What follows belongs to an exercise in optimizing a design on an open flow for small area; a production flow would make more cautious choices. In this exercise RTL edits were held to simulation tests only and were not proved equivalent to the original. The flow treats the clock pin as an ideal source, which a real chip does not have. Power figures rest on the tool's default switching activity, not on a simulated workload.

==> flow/design.v (excerpt) <==
module can_node (
    input  wire        clk,
    input  wire        rst,
    input  wire        tx_sig,
    output wire        tx_can_tx,
    output wire        tx_rst_n,
    output wire        tx_led,
    output wire [14:0] tx_crc_reg,
    output wire [3:0]  tx_dlc,
    output wire [10:0] tx_id,
    output wire [3:0]  tx_current_state,
    output wire [15:0] tx_bit_counter,
    output wire [63:0] tx_data,
    output wire        tx_send_frame,
    output wire        tx_sending_frame,
    output wire        tx_idle,
    input  wire        rx_can_rx_buf,
    output wire        rx_SOF_detected,
    output wire        rx_receiving_frame,
    output wire        rx_can_rx,
    output wire [10:0] rx_id_rx,
    output wire [3:0]  rx_dlc_rx,
    output wire [63:0] rx_crc_rx,
    output wire [63:0] rx_data_rx,
    output wire [3:0]  rx_current_state,
    output wire [31:0] rx_state_ascii,
    output wire        rx_red,
    output wire        rx_green,
    output wire        rx_blue,
    output wire        rx_debug_led,
    output wire [15:0] rx_bit_counter,
    output wire        rx_frame_valid
);
    localparam [3:0] IDLE = 0, SOF = 1, ID_STATE = 2, RTR = 3, IDE = 4, R0 = 5,
                     DLC_STATE = 6, DATA_STATE = 7, CRC_STATE = 8, DEL1 = 9,
                     ACK_STATE = 10, DEL2 = 11, EOF_STATE = 12;
    localparam [63:0] DATA_C = 64'hAABBCCDDEEFF0001;
    reg       tx_sf_q;      
    reg       tx_idv;       
    reg [3:0] tx_st;
    reg [5:0] tx_bc;        
    reg       tx_stuck;
    assign tx_rst_n = tx_sf_q;
    assign tx_led = tx_sf_q;
    assign tx_send_frame = tx_sf_q;
    assign tx_data = tx_sf_q ? DATA_C : 64'd0;
    assign tx_id = {tx_idv, 9'd0, tx_idv};
    assign tx_dlc = {tx_idv, 3'd0};
    assign tx_crc_reg = 15'd0;
    assign tx_current_state = tx_st;
    wire tx_s_idle = (tx_st == IDLE);
    assign tx_sending_frame = ~tx_s_idle & ~tx_stuck;
    assign tx_idle = tx_s_idle & ~tx_stuck;
    always @(posedge clk) begin
        tx_sf_q <= ~rst & tx_sig;
        tx_idv <= ~rst & (tx_sig | tx_idv);
    end
  ...
Size: about 710 cells after synthesis, about 330 I/O pins.
Settings: LEC_CHECK=0, CAP_MARGIN=0, CORE_MARGIN=2, CORE_UTILIZATION=75, GPL_TIMING_DRIVEN=0, SLEW_MARGIN=0; clock period 7.0 ns.
standard.sh (not shown) runs the stock make flow with config.mk's settings and CLKGATE_MAP_FILE= SYNTH_SCRIPT=/design/flow/synth_recipe.tcl, a recipe that flattens the netlist after the stock synthesis.
==> flow/flow/run.sh <==
#!/bin/bash
# Layout flow: the standard ORFS flow (standard.sh) with
#  * the standard synthesis's combinational logic re-mapped by ABC for area
#    (registers untouched: same instances, names and cell types): eight ABC
#    runs with different seeds, and the smallest result that Yosys proves
#    equivalent to the standard netlist is used (else the standard netlist),
#  * buf_1 port buffers,
#  * a clock tree of clkbuf_4 (about 8 flip-flops each), no dummy loads,
#  * the constant outputs buffered from a few shared tie cells,
#  * placement not timing-driven (the clock has slack to spare), so the
#    buffers it would add are not needed; the buffer removal it does first
#    is done by a hook.
# Logs: flow_make_synth.log / flow_make.log (make), flow_reabc_N.log and
# flow_eqcheck_N.log (Yosys), and each ORFS step's own log under orfs/logs/.
set -euo pipefail
here=$(pwd)
res=$here/orfs/results/$FLOW_PLATFORM/can_node/base
lib=$FLOW_HOME/platforms/$FLOW_PLATFORM/lib/sky130_fd_sc_hd__tt_025C_1v80.lib

bash standard.sh synth > flow_make_synth.log 2>&1
cp $res/1_2_yosys.v $here/flow_synth_standard.v

for n in 1 2 3 4 5 6 7 8; do
  ( REABC_LIB=$lib \
    REABC_IN=$here/flow_synth_standard.v \
    REABC_OUT=$here/flow_synth_reabc_$n.v \
    REABC_SCRIPT=$here/flow/reabc_$n.abc \
    REABC_STAT=$here/flow_reabc_stat_$n.txt \
      timeout 900 yosys -c $here/flow/reabc.tcl > flow_reabc_$n.log 2>&1 || true ) &
  # four at a time (the flow has four CPUs)
  if [[ $n == 4 ]]; then wait; fi
done
wait

# candidates, smallest first
cands=$(for n in 1 2 3 4 5 6 7 8; do
  a=$(grep -s "Chip area" $here/flow_reabc_stat_$n.txt | awk '{print $NF}')
  [[ -n "$a" && -s $here/flow_synth_reabc_$n.v ]] && echo "$a $n"
done | sort -g | awk '{print $2}')
echo "candidates (smallest first): $cands" > flow_reabc_choice.log
for n in $cands; do
  sed -e "s#@LIB@#$lib#" -e "s#@A@#$here/flow_synth_standard.v#" \
      -e "s#@B@#$here/flow_synth_reabc_$n.v#" -e "s#@TOP@#$FLOW_TOP#" \
      $here/flow/eqcheck.ys.in > $here/flow_eqcheck_$n.ys
  if timeout 900 yosys $here/flow_eqcheck_$n.ys > flow_eqcheck_$n.log 2>&1; then
    echo "using re-mapped netlist $n (proven equivalent)" >> flow_reabc_choice.log
    cp $here/flow_synth_reabc_$n.v $res/1_2_yosys.v
    rm -f $res/1_synth.odb
    break
  fi
  echo "netlist $n: equivalence not proven" >> flow_reabc_choice.log
done

export BUFFER_PORTS_ARGS="-buffer_cell sky130_fd_sc_hd__buf_1"
export CTS_ARGS="-sink_clustering_enable -repair_clock_nets -buf_list sky130_fd_sc_hd__${MY_CTS_BUF:-clkbuf_4} -dont_use_dummy_load"
export PRE_CTS_TCL=$here/flow/cts_pre.tcl
export POST_CTS_TCL=$here/flow/cts_post.tcl
export PRE_GLOBAL_PLACE_TCL=$here/flow/gpl_pre.tcl
export POST_GLOBAL_PLACE_TCL=$here/flow/ties.tcl
bash standard.sh > flow_make.log 2>&1
==> flow/flow/cts_post.tcl <==
# POST_CTS hook: lift the fanout limit again before the constraints are
# saved, and give the clock buffers whose loads see the slowest clock edges
# (placement estimate above 105 ps) a stronger clkbuf_8.
set_max_fanout 10000 [current_design]
set_propagated_clock [all_clocks]
estimate_parasitics -placement
set upsized 0
foreach inst [get_cells *] {
  if {[get_property $inst ref_name] ne "sky130_fd_sc_hd__clkbuf_4"} continue
  set worst 0
  foreach opin [get_pins -of_objects $inst -filter "direction == output"] {
    foreach p [get_pins -of_objects [get_nets -of_objects $opin] -filter "direction == input"] {
      foreach e {rise fall} {
        set s [get_property $p slew_max_$e]
        if {$s > $worst} { set worst $s }
      }
    }
  }
  if {$worst > 0.105} {
    replace_cell $inst sky130_fd_sc_hd__clkbuf_8
    incr upsized
  }
}
puts "cts_post.tcl: $upsized clock buffers upsized to clkbuf_8"
if {$upsized} {
  detailed_placement
  estimate_parasitics -placement
}
==> flow/flow/ties.tcl <==
# POST_GLOBAL_PLACE hook: the constant outputs.  The standard flow gives each
# constant output port its own tie cell and no buffer.  Here each such port
# gets a buf_1 port buffer instead (in the tie cell's place), and the buffers
# of up to tie_group neighbouring ports share one tie cell.
set tie_group 40
set block [ord::get_db_block]
set db [ord::get_db]
set buf_master [$db findMaster sky130_fd_sc_hd__buf_1]
set tie_master [$db findMaster sky130_fd_sc_hd__conb_1]
set die [$block getDieArea]
set W [expr {[$die xMax] - [$die xMin]}]
set H [expr {[$die yMax] - [$die yMin]}]

# constant output ports: port net driven by a conb_1 pin that drives nothing else
set consts {}
foreach bterm [$block getBTerms] {
  if {[$bterm getIoType] ne "OUTPUT"} continue
  set net [$bterm getNet]
  if {$net eq "NULL" || [$net getSigType] ne "SIGNAL"} continue
  set its [$net getITerms]
  if {[llength $its] != 1 || [llength [$net getBTerms]] != 1} continue
  set it [lindex $its 0]
  set inst [$it getInst]
  if {[[$inst getMaster] getName] ne "sky130_fd_sc_hd__conb_1"} continue
  set bb [$bterm getBBox]
  set x [expr {([$bb xMin] + [$bb xMax]) / 2}]
  set y [expr {([$bb yMin] + [$bb yMax]) / 2}]
  # position along the die's edge, counter-clockwise from the lower left
  if {$y <= [$die yMin] + 1000} {
    set t $x
  } elseif {$x >= [$die xMax] - 1000} {
    set t [expr {$W + $y}]
  } elseif {$y >= [$die yMax] - 1000} {
    set t [expr {$W + $H + ($W - $x)}]
  } else {
    set t [expr {2 * $W + $H + ($H - $y)}]
  }
  lappend consts [list $t [[$it getMTerm] getName] $bterm $net $inst]
}
puts "ties.tcl: [llength $consts] constant output ports"

set n_tie 0
set n_buf 0
foreach value {LO HI} {
  set ports {}
  foreach c [lsort -integer -index 0 $consts] {
    if {[lindex $c 1] eq $value} { lappend ports $c }
  }
  set ngroups [expr {([llength $ports] + $tie_group - 1) / $tie_group}]
  for {set g 0} {$g < $ngroups} {incr g} {
    # spread the ports evenly over the groups
    set lo [expr {$g * [llength $ports] / $ngroups}]
    set hi [expr {($g + 1) * [llength $ports] / $ngroups - 1}]
    set tnet [odb::dbNet_create $block "tie_${value}_net_$g"]
    set tie [odb::dbInst_create $block $tie_master "tie_${value}_$g"]
    [$tie findITerm $value] connect $tnet
    set sx 0
    set sy 0
    set k 0
    foreach c [lrange $ports $lo $hi] {
      lassign $c t v bterm net old
      lassign [$old getLocation] ox oy
      [$old findITerm $value] disconnect
      odb::dbInst_destroy $old
      set b [odb::dbInst_create $block $buf_master "tiebuf_${value}_${g}_$k"]
      [$b findITerm A] connect $tnet
      [$b findITerm X] connect $net
      $b setLocation $ox $oy
      $b setPlacementStatus PLACED
      set sx [expr {$sx + $ox}]
      set sy [expr {$sy + $oy}]
      incr k
      incr n_buf
    }
    $tie setLocation [expr {$sx / $k}] [expr {$sy / $k}]
    $tie setPlacementStatus PLACED
    incr n_tie
  }
}
puts "ties.tcl: $n_buf port buffers on $n_tie shared tie cells"
Other scripts of this flow, unchanged in this note and not shown: flow/flow/cts_pre.tcl, flow/flow/eqcheck.ys.in, flow/flow/gpl_pre.tcl, flow/flow/reabc.tcl, flow/flow/reabc_1.abc, flow/flow/reabc_2.abc, flow/flow/reabc_3.abc, flow/flow/reabc_4.abc, flow/flow/reabc_5.abc, flow/flow/reabc_6.abc, flow/flow/reabc_7.abc, flow/flow/reabc_8.abc
Change:
--- a/flow/flow/cts_post.tcl
+++ b/flow/flow/cts_post.tcl
@@ -2,3 +2,3 @@
 # saved, and give the clock buffers whose loads see the slowest clock edges
-# (placement estimate above 105 ps) a stronger clkbuf_8.
+# (placement estimate above 100 ps) a stronger clkbuf_8.
 set_max_fanout 10000 [current_design]
@@ -18,3 +18,3 @@
   }
-  if {$worst > 0.105} {
+  if {$worst > 0.100} {
     replace_cell $inst sky130_fd_sc_hd__clkbuf_8
--- a/flow/flow/ties.tcl
+++ b/flow/flow/ties.tcl
@@ -3,4 +3,4 @@
 # gets a buf_1 port buffer instead (in the tie cell's place), and the buffers
-# of up to tie_group neighbouring ports share one tie cell.
-set tie_group 40
+# of up to TIE_GROUP neighbouring ports share one tie cell.
+set tie_group 16
 set block [ord::get_db_block]
- CAP_MARGIN: 0 -> 20
- SLEW_MARGIN: 0 -> 20
Via count goes down by 0.36%.
First-iteration DRC count is about the same.
Sequential share of layout area goes down by 0.54 points.
Global-route usage goes up by 0.12 points.
Sequential cell count does not change.
Total power goes up by 1.2%.
Maximum frequency goes up by 1.4%.
Setup slack improves by 0.055 ns.
Synthesized cell count does not change.

re-timing with driven ports:
No port has a modelled driver above. Below, the same layouts with a new extraction and two added sets of constraints.
Step 1, drivers: a clkbuf_16 drives clk and a buf_2 each remaining input, both assumed.
Step 2 times the ports against the registers' clock, not the clock port: input delays grow and output delays shrink by t, the midpoint of the rising clock arrivals with the driver on.
a / b / c = no drivers / after step 1 / after step 2; a / b = the first two.
| run | t, ns | setup WS [ns] | worst setup path at the end | clock arrival spread, ns |
|---|---|---|---|---|
| the first run | 0.416 | 3.007 / 2.977 / 2.741 | input to register | 0.020 / 0.019 |
| the second run | 0.418 | 3.062 / 3.030 / 3.201 | input to register | 0.024 / 0.024 |
After both steps setup and hold are still met in every run listed. The setup slack of the first run, which loses most, moves by -0.030 ns with the drivers and by -0.266 ns with both steps.
